What follows belongs to an exercise in optimizing a design on an open flow for small area; a production flow would make more cautious choices. In this exercise RTL edits were held to simulation tests only and were not proved equivalent to the original. Power and IR drop assume default switching activity.

==> build 53: inputs <==
// play_core
module play_core #(
    parameter time_per_step = 200,
    parameter time_per_food = 3,
    parameter total_food = 36,
    parameter food_a_color = 12'h48F,
    parameter food_b_color = 12'h00F,
    parameter GAME_OVER = 5'b11000,
    parameter PAINT_A = 5'b11010,
    parameter PAINT_B = 5'b11011,
    parameter IDLE = 5'b00000,
    parameter DEL_TAILA = 5'b00001,
    parameter DEL_TAILB = 5'b00010,
    parameter PNT_TAILA = 5'b00011,
    parameter CHANGE_DIRC = 5'b00100,
    parameter LOCK_A = 5'b00101,
    parameter LOCK_B = 5'b00110,
    parameter LOCK = 5'b00111,
    parameter PNT_TAILB = 5'b01000,
    parameter PNT_HEADA = 5'b01001,
    parameter PNT_HEADB = 5'b01010,
    parameter JUG_EATA = 5'b01011,
    parameter JUG_EATB = 5'b01100,
    parameter CHANGE_DIRC_TAILA = 5'b01101,
    parameter CHANGE_DIRC_TAILB = 5'b01110,
    parameter EXT_TAILA = 5'b01111,
    parameter GET_INFO_TAILA = 5'b10000,
    parameter CHANGE_TO_TAILB = 5'b10001,
    parameter GET_INFO_TAILB = 5'b10010,
    parameter EXT_TAILB = 5'b10011,
    parameter SET_FOOD = 5'b10100,
    parameter GET_INFO_FOOD = 5'b10101,
    parameter JUG_FOOD_LOCTION = 5'b10110,
    parameter GROW_TAILB = 5'b10111
)(
    input clk,
    input rst,
    input play, pause,
    input [11:0] head_a_color, head_b_color,
    input [11:0] body_a_color, body_b_color,
    input BTNL_a, BTNR_a, BTNU_a, BTND_a,
    input BTNL_b, BTNR_b, BTNU_b, BTND_b,
    input [15:0] rdata,
    output reg [1:0] who_win,
    output reg over,
    output [31:0] len_a, len_b,
    output [2:0] food_time_out,
    output reg [5:0] food_count,
    output wire [12:0] waddr,
    output reg [15:0] wdata,
    output reg we
);
export LEC_CHECK = 0
export ABC_AREA = 1
export CAP_MARGIN = 20
export CORE_MARGIN = 2
export CORE_UTILIZATION = 75
export CTS_BUF_LIST = sky130_fd_sc_hd__clkbuf_8
export CTS_CLUSTER_DIAMETER = 80
export CTS_CLUSTER_SIZE = 12
export PLACE_DENSITY = 0.85
export SLEW_MARGIN = 20
create_clock -name core_clock -period 12.0 [get_ports {clk}]
standard.sh (not shown) runs the stock make flow with config.mk's settings and CLKGATE_MAP_FILE= SYNTH_SCRIPT=/design/flow/synth_recipe.tcl, a recipe that flattens the netlist after the stock synthesis.
==> flow/flow/run.sh <==
#!/bin/bash
# The standard layout (standard.sh) with these changes to how it is made:
#  - synthesis is synth_recipe.tcl with flow/synth_extra.tcl added: ABC maps
#    the logic with flow/abc.script, and full/half-adder cells are used
#    only for the board address adder; the registers and their names are
#    the same as the standard synthesis's
#  - no Kogge-Stone carry unit (the SYNTH_OPERATIONS_ARGS default)
#  - the port buffers that global placement adds are buf_1 cells
#  - one tie cell drives the constant outputs (len_a / len_b bits 31:11)
#    instead of one tie cell per output pin (SKIP_REPAIR_TIE_FANOUT)
# Each tool's full output is in standard.log and in orfs/logs/.
set -euo pipefail
{
    head -n 1 synth_recipe.tcl
    cat flow/synth_extra.tcl
    tail -n +2 synth_recipe.tcl
} > my_synth.tcl
export SNAKE_ABC_SCRIPT="$PWD/flow/abc.script"
bash standard.sh \
    SYNTH_OPERATIONS_ARGS=-noshare \
    "BUFFER_PORTS_ARGS=-buffer_cell sky130_fd_sc_hd__buf_1" \
    SKIP_REPAIR_TIE_FANOUT=1 \
    SYNTH_SCRIPT="$PWD/my_synth.tcl" \
    finish > standard.log 2>&1
==> flow/flow/abc.script <==
strash
&get -n
&deepsyn -T 60 -S 1
&put
strash
&get -n
&dch -f
&nf -R 1000
&put
==> flow/flow/synth_extra.tcl <==
# Additions to synth_recipe.tcl, defined before it sources the flow's
# synth.tcl. They change only how the logic is mapped to cells; the
# registers and their names stay those of the standard synthesis.

# Technology mapping with flow/abc.script (ABC's &deepsyn logic
# optimization for up to 60 s, then area-oriented mapping with &nf)
# instead of the flow's abc_area / abc_speed script, which sizes and
# buffers cells for a delay target: the -script and -D arguments of the
# flow's abc call are replaced.
proc abc {args} {
  set out {}
  set skip 0
  foreach a $args {
    if { $skip } { set skip 0; continue }
    if { $a eq "-script" || $a eq "-D" } { set skip 1; continue }
    lappend out $a
  }
  yosys abc -script $::env(SNAKE_ABC_SCRIPT) {*}$out
}

# Full/half-adder cells only for the board address adder: the fan-in cone
# of waddr back to the registers. Elsewhere ABC maps the arithmetic.
proc extract_fa {args} {
  yosys extract_fa {*}$args {w:waddr} {%ci*:-[C,D,E,R]}
}
==> build 93: changes against build 53 <==
--- a/flow/design.v
+++ b/flow/design.v
@@ -319,37 +319,34 @@
     wire [6:0] rand_x, rand_y;
     rand_core rand_gen(
         clk, ~rst,
         time_count[1:0] == 2'b00,
         rand_num, rand_x, rand_y
     );
-    reg [6:0] head_a_x, tail_a_x, head_b_x, tail_b_x, write_x;
-    reg [6:0] head_a_y, tail_a_y, head_b_y, tail_b_y, write_y;
+    reg [6:0] hd0_x, hd1_x, tl0_x, tl1_x, write_x;
+    reg [6:0] hd0_y, hd1_y, tl0_y, tl1_y, write_y;
     reg [1:0] dirc_a, dirc_b;
     reg [1:0] tail_dirc_a, tail_dirc_b;
     wire kind_empty = ( rdata[1:0] == 2'b00 );
     wire grow_a = u_exta & ( eat_a != 0 ) & kind_empty;
     wire grow_b = u_extb & ( eat_b != 0 ) & kind_empty;
     wire end_a  = u_exta & ~( ( eat_a != 0 ) & kind_empty );
     wire end_b  = u_extb & ~( ( eat_b != 0 ) & kind_empty );
     wire place_food = u_setf & eaten & ( food_count != 0 );
     wire retry_food = u_jfl & ( rdata[1] | rdata[0] );
     wire ws_a_end = paint_a & ( write_y == 25 );
     wire ws_b_end = ~paint_a & ( write_y == 49 );
     wire ws_move = st_ws & ~ws_a_end & ~ws_b_end;
-    wire p_ta = u_dela | u_jea | u_cdta | u_gia;
-    wire p_tb = u_delb | u_jeb | u_cttb | u_grb;
-    wire p_ha = u_pnta | u_hda;
-    wire p_hb = u_pntb | u_hdb;
-    wire p_w  = ~( p_ta | p_tb | p_ha | p_hb );
-    wire [6:0] ptr_x = ( {7{p_ta}} & tail_a_x ) | ( {7{p_tb}} & tail_b_x ) |
-                       ( {7{p_ha}} & head_a_x ) | ( {7{p_hb}} & head_b_x ) |
-                       ( {7{p_w}} & write_x );
-    wire [6:0] ptr_y = ( {7{p_ta}} & tail_a_y ) | ( {7{p_tb}} & tail_b_y ) |
-                       ( {7{p_ha}} & head_a_y ) | ( {7{p_hb}} & head_b_y ) |
-                       ( {7{p_w}} & write_y );
+    wire rot_h = u_pnta | u_pntb | u_hda | u_hdb;
+    wire rot_t = u_dela | u_delb | u_jea | u_jeb | u_cdtb | u_gib;
+    wire p_h = rot_h;
+    wire p_t = rot_t | u_cdta | u_cttb;
+    wire p_r = place_food | retry_food;
+    wire p_w = ~( p_h | p_t | p_r );
+    wire [6:0] ptr_x = ( {7{p_h}} & hd0_x ) | ( {7{p_t}} & tl0_x ) | ( {7{p_r}} & rand_x ) | ( {7{p_w}} & write_x );
+    wire [6:0] ptr_y = ( {7{p_h}} & hd0_y ) | ( {7{p_t}} & tl0_y ) | ( {7{p_r}} & rand_y ) | ( {7{p_w}} & write_y );
     reg [1:0] dirc;
     always @(*) begin
         if ( st_ws )
             dirc = { 1'b1, ~paint_a };        
         else if ( u_jea )
             dirc = tail_dirc_a;
@@ -363,19 +360,17 @@
             dirc = dirc_a;
         else if ( u_hdb )
             dirc = dirc_b;
         else
             dirc = { wdata[3], ~wdata[2] };
     end
-    wire move_w = ws_move | u_hda | u_hdb | u_jea | u_jeb | u_cdta | u_cttb |
-                  grow_a | grow_b;
-    wire move = move_w | u_gia | u_grb;
+    wire move = ws_move | u_hda | u_hdb | u_jea | u_jeb | u_cdta | u_cttb |
+                grow_a | grow_b;
     wire [6:0] uptr_x, uptr_y;
     dirc_updater updater( move, dirc, ptr_x, ptr_y, uptr_x, uptr_y );
-    wire w_upd = move_w | u_dela | u_delb | u_pnta | u_pntb;
-    wire w_rand = place_food | retry_food;
+    wire w_upd = move | u_dela | u_delb | u_pnta | u_pntb | p_r;
     always @( posedge clk ) begin
         if ( rst ) begin
             write_x <= 0; write_y <= 0;
         end
         else if ( start ) begin
             write_x <= 25; write_y <= 49;
@@ -383,40 +378,38 @@
         else if ( st_ws & ws_a_end ) begin
             write_x <= 49; write_y <= 25;
         end
         else if ( w_upd ) begin
             write_x <= uptr_x; write_y <= uptr_y;
         end
-        else if ( w_rand ) begin
-            write_x <= rand_x; write_y <= rand_y;
-        end
     end
     always @( posedge clk ) begin
         if ( start ) begin
-            head_a_x <= 25; tail_a_x <= 25; head_b_x <= 49; tail_b_x <= 49;
-            head_a_y <= 49; tail_a_y <= 25; head_b_y <= 25; tail_b_y <= 49;
+            hd0_x <= 25; hd0_y <= 49;       
+            hd1_x <= 49; hd1_y <= 25;       
+            tl0_x <= 25; tl0_y <= 25;       
+            tl1_x <= 49; tl1_y <= 49;       
         end
         else begin
-            if ( u_jea | u_gia ) begin
-                tail_a_x <= uptr_x; tail_a_y <= uptr_y;
-            end
-            if ( u_jeb | u_grb ) begin
-                tail_b_x <= uptr_x; tail_b_y <= uptr_y;
+            if ( rot_h ) begin
+                hd0_x <= hd1_x; hd0_y <= hd1_y;
+                hd1_x <= uptr_x; hd1_y <= uptr_y;
             end
-            if ( u_hda ) begin
-                head_a_x <= uptr_x; head_a_y <= uptr_y;
+            if ( rot_t ) begin
+                tl0_x <= tl1_x; tl0_y <= tl1_y;
+                tl1_x <= uptr_x; tl1_y <= uptr_y;
             end
-            if ( u_hdb ) begin
-                head_b_x <= uptr_x; head_b_y <= uptr_y;
+            else if ( grow_a | grow_b ) begin
+                tl1_x <= write_x; tl1_y <= write_y;
             end
         end
         if ( u_pnta ) tail_dirc_a <= rdata[3:2];
         if ( u_pntb | u_cdtb ) tail_dirc_b <= rdata[3:2];
     end
     waddr_gen addr( write_x, write_y, waddr );
-    wire heads_meet = ( head_a_x == head_b_x ) && ( head_a_y == head_b_y );
+    wire heads_meet = ( hd0_x == hd1_x ) && ( hd0_y == hd1_y );
     wire turn_a = dirc_a[1] ? ( BTNL_a | BTNR_a ) : ( BTNU_a | BTND_a );
     wire [1:0] new_dirc_a = dirc_a[1] ? { 1'b0, ~BTNL_a } : { 1'b1, ~BTNU_a };
     wire turn_b = dirc_b[1] ? ( BTNL_b | BTNR_b ) : ( BTNU_b | BTND_b );
     wire [1:0] new_dirc_b = dirc_b[1] ? { 1'b0, ~BTNL_b } : { 1'b1, ~BTNU_b };
     always @( posedge clk ) begin
         if ( start ) begin
Settings changed: CORE_UTILIZATION 75 to 60, PLACE_DENSITY 0.85 to 0.75.
==> notes.md <==
Status: build 93 complete, no violations; build 53 complete, no violations
Detailed router's first-iteration violation count: build 93 1252; build 53 1834
Power consumed by the clock network: build 93 0.433 mW; build 53 0.436 mW
Worst Tran Pin Value: build 93 1.10 ns; build 53 1.07 ns
Sequential group share of total power: build 93 34.9%; build 53 49.0%
Number of library cell types mapped by synthesis: build 93 60; build 53 54
Post-Place Setup Slack: build 93 3.27 ns; build 53 3.34 ns
Fraction of post-synthesis cell area in the top cell type by area: build 93 40.3%; build 53 39.9%
Multi-input logic portion of the cell area: build 93 49.1%; build 53 50.3%
Fraction of synthesized area in multiplexers: build 93 1.57%; build 53 1.68%
Detail Route met3 WL: build 93 2.79 mm; build 53 3.68 mm
Routing usage on met2: build 93 50.7%; build 53 67.2%
Tap cell count: build 93 234; build 53 184
Worst hold path cell count: build 93 1; build 53 2
Part of the Yosys area used for sequential elements: build 93 41.7%; build 53 41.2%
Core area: build 93 18500 sq um; build 53 14600 sq um
Final Routed Wirelength: build 93 31.3 mm; build 53 33.5 mm

-- what the ideal ports hide --
How much do the figures lean on ideal ports? The routed layouts below were timed once more, with nothing changed but the port constraints.
Step 1, drivers: a clkbuf_16 drives clk and a buf_2 each remaining input, both assumed.
Step 2 moves the port delays by t, midway between the first and last clock arrival at a register: inputs arrive t later, outputs are due t later. That takes back most of the time a late clock gives input paths.
Three values: ideal ports, drivers, drivers and shift; two values: the first two.
| run | t (ns) | setup WS [ns] | worst setup path at the end | worst register clock-pin slew, ns | cell pins on the clock port's net |
|---|---|---|---|---|---|
| build 53 | 0.592 | 2.841 / 2.799 / 3.391 | register to output | 0.09 / 0.09 | 1 |
| build 93 | 0.562 | 2.746 / 2.705 / 3.267 | register to output | 0.09 / 0.09 | 1 |
After both steps every run listed still meets setup and hold.
